From an optimization exercise on the open Yosys and OpenROAD flow, aimed at small area; shortcuts taken in it are not production practice. In this exercise RTL edits were held to simulation tests only and were not proved equivalent to the original. The flow treats the clock pin as an ideal source. Dropping or thinning the clock tree relies on that and would not hold on a real chip. Power is estimated from default activity; no workload was simulated.

==> job 5995 <==
Design converter_top, start of the top module:
module converter_top(clk, rst, button0, button1, button2, button3, switch, LED, NUM, display, beep);
    input clk, button0, button1, button2, button3;
    input rst;  
    input [7:0] switch;
    output [3:0] NUM;
    output [7:0] display;
    output [7:0] LED;
    output beep;
    assign LED = switch;
    reg [13:0] q;
    reg [1:0] phase;
    wire [13:0] s = q ^ 14'b10101010101010;
    wire s_low0 = ~|s[12:0];
    wire s_wrap = s_low0 & ~s[13];
    wire s_fb = s[13] ^ s[12] ^ s[10] ^ s[8] ^ s_low0;
    always @(posedge clk)
        if (rst) begin
            q     <= 14'b10101010101010;
            phase <= 2'b11;
        end else begin
            q     <= {s[12:0], s_fb} ^ 14'b10101010101010;
            if (s_wrap) phase <= phase + 2'd1;
        end
    wire [4:0] enc_code;
    wire cold = (switch[6] & switch[5]) | (switch[6] & switch[4]) | (switch[5] & switch[4]);
    wire [6:0] x = switch[6:0] ^ {7{cold}};
    wire x_one = (|x) & ~((x[0]&(|x[6:1])) | (x[1]&(|x[6:2])) | (x[2]&(|x[6:3])) | (x[3]&(|x[6:4])) | (x[4]&(|x[6:5])) | (x[5]&x[6]));
    wire [2:0] pos = {x[6]|x[5]|x[4], x[6]|x[3]|x[2], x[5]|x[3]|x[1]};
    wire [4:0] letter = {switch[7], cold, pos};
    wire enc_ok = x_one & ~(switch[7] & x[3]);
    wire [4:0] enc_letter;
    assign enc_letter[0] = ((letter == 5'b00101) | (letter == 5'b00100) | (letter == 5'b00001) | (letter == 5'b01110) | (letter == 5'b01100) | (letter == 5'b01010) | (letter == 5'b10101) | (letter == 5'b10100) | (letter == 5'b11101) | (letter == 5'b11010) | (letter == 5'b11001) | (letter == 5'b11000));
  ...
clock: 20.0 ns
lec_check: 0
cap_margin: 20
core_margin: 2
core_utilization: 75
place_density: 0.85
slew_margin: 20
standard.sh (not shown) runs the stock make flow with config.mk's settings and CLKGATE_MAP_FILE= SYNTH_SCRIPT=/design/flow/synth_recipe.tcl, a recipe that flattens the netlist after the stock synthesis.
==> flow/flow/run.sh <==
#!/bin/bash
# Layout flow: the standard synthesis, then an area re-mapping of the
# combinational logic (registers untouched), then the standard ORFS steps
# with small port buffers and a small clock tree.
set -euo pipefail
W=$(pwd)
R=$W/orfs/results/$FLOW_PLATFORM/converter_top/base
LIB=$FLOW_HOME/platforms/$FLOW_PLATFORM/lib/sky130_fd_sc_hd__tt_025C_1v80.lib

# 1. standard synthesis (yosys only)
bash standard.sh $R/1_2_yosys.v > $W/log_synth.txt 2>&1
cp $R/1_2_yosys.v $W/synth_standard.v

# 2. re-map the combinational logic for area with several deepsyn seeds and
#    keep the smallest result; registers keep their names and cells
mkdir -p $W/remap
run_seed() {
  local s=$1
  sed -e "s|@SEED@|$s|" $W/flow/remap.abc > $W/remap/s$s.abc
  sed -e "s|@LIB@|$LIB|g; s|@IN@|$W/synth_standard.v|; s|@TOP@|$FLOW_TOP|g; s|@SCRIPT@|$W/remap/s$s.abc|; s|@STAT@|$W/remap/stat$s.txt|; s|@OUT@|$W/remap/out$s.v|" \
      $W/flow/remap.ys > $W/remap/r$s.ys
  yosys -l $W/remap/log$s.txt -s $W/remap/r$s.ys > /dev/null 2>&1 || true
}
for batch in "1 2 3 4" "5 6 7 8" "9 10 11 12" "13 14 15 16" "17 18 19 20" "21 22 23 24"; do
  for s in $batch; do run_seed $s & done
  wait
done
best=""; best_area=""
for s in $(seq 1 24); do
  [ -f $W/remap/stat$s.txt ] && [ -f $W/remap/out$s.v ] || continue
  a=$(grep "Chip area" $W/remap/stat$s.txt | awk '{print $NF}')
  echo "seed $s area $a" >> $W/remap/summary.txt
  if [ -z "$best" ] || awk "BEGIN{exit !($a < $best_area)}"; then best=$s; best_area=$a; fi
done
echo "best seed $best area $best_area" >> $W/remap/summary.txt
cp $W/remap/out$best.v $W/synth_remapped.v
cp $W/synth_remapped.v $R/1_2_yosys.v
touch $R/1_2_yosys.v $R/1_2_yosys.sdc

# 3. the rest of the standard flow
export BUFFER_PORTS_ARGS="-buffer_cell sky130_fd_sc_hd__buf_1"
if [ -f $W/flow/cts_args.txt ]; then export CTS_ARGS="$(cat $W/flow/cts_args.txt)"; fi
if [ -f $W/flow/post_cts.tcl ]; then export POST_CTS_TCL=$W/flow/post_cts.tcl; fi
bash standard.sh > $W/log_layout.txt 2>&1
Other scripts of this flow, unchanged in this note and not shown: flow/flow/cts_args.txt, flow/flow/post_cts.tcl, flow/flow/remap.abc, flow/flow/remap.ys
==> job 5070: changes against job 5995 <==
--- a/flow/flow/run.sh
+++ b/flow/flow/run.sh
@@ -21,12 +21,12 @@
       $W/flow/remap.ys > $W/remap/r$s.ys
   yosys -l $W/remap/log$s.txt -s $W/remap/r$s.ys > /dev/null 2>&1 || true
 }
-for batch in "1 2 3 4" "5 6 7 8" "9 10 11 12" "13 14 15 16" "17 18 19 20" "21 22 23 24"; do
+for batch in "1 2 3 4" "5 6 7 8"; do
   for s in $batch; do run_seed $s & done
   wait
 done
 best=""; best_area=""
-for s in $(seq 1 24); do
+for s in 1 2 3 4 5 6 7 8; do
   [ -f $W/remap/stat$s.txt ] && [ -f $W/remap/out$s.v ] || continue
   a=$(grep "Chip area" $W/remap/stat$s.txt | awk '{print $NF}')
   echo "seed $s area $a" >> $W/remap/summary.txt
==> qor summary <==
| quantity | job 5070 | job 5995 |
|---|---|---|
| Part of the total power dissipated in the clock network | 19.5% | 20.9% |
| Buffer share of cell area | 5.01% | 4.78% |
| Drt wl/cell | 14.7 um | 15.0 um |
| Overall via count from detail_route | 2,979 | 2,958 |
| Terminating pin of the worst hold path | q[7] | q[3] |
| Post-Route WL | 6640 um | 6750 um |
| Run status | timing/DRC/antenna clean | timing/DRC/antenna clean |
| Final-layout fill cell count | 189 | 201 |
| Tightest slew margin relative to the limit | 17.9% | 31.8% |
| Reported net switching power | 53.1 uW | 47.9 uW |
| Placed Cells incl. Taps | 449 | 447 |
| Slack of the critical path | 11.40 ns | 11.44 ns |
| Cell count after synthesis | 378 | 377 |
| Data arrival time at the worst-slack endpoint | 4.60 ns | 4.56 ns |
| Initial Utilization | 80.5% | 80.0% |
| Min Hold Slack | 0.394 ns | 0.398 ns |
| Upper clock frequency limit | 116 MHz | 117 MHz |
| End point of the critical path | LED[6] | LED[1] |
| Share of post-route cells with drive strength above 1 | 1.22% | 0.983% |
| HPWL reported at the end of detailed placement | 5060 um | 4820 um |
| Fraction of area in multi-input gates | 55.9% | 53.2% |
| Final design instance area without fill | 2700 um^2 | 2670 um^2 |
| First-pass iteration count of the detailed router | 9 | 7 |
| Combinational Power | 43.6 uW | 36.0 uW |

-- static timing again, ports no longer ideal --
Ports are ideal in the flow. The routed layouts listed here were re-timed in OpenROAD. Step 1, drivers: a clkbuf_16 drives clk and a buf_2 each remaining input, both assumed. Step 2 also shifts input and output timing later by t, the mid clock arrival at the registers, as if the neighbouring blocks saw the same clock. Three values: no drivers, after step 1, after step 2; two values: the first two.
run | shift t [ns] | setup WS [ns] | worst slew at a driven data input, ns
job 5995 | 0.199 | 11.436 / 11.414 / 11.320 | 0.03
job 5070 | 0.193 | 11.398 / 11.375 / 11.375 | 0.05
After both steps setup and hold are still met in every run listed. The setup slack of job 5995, which loses most, moves by -0.022 ns with the drivers and by -0.116 ns with both steps.
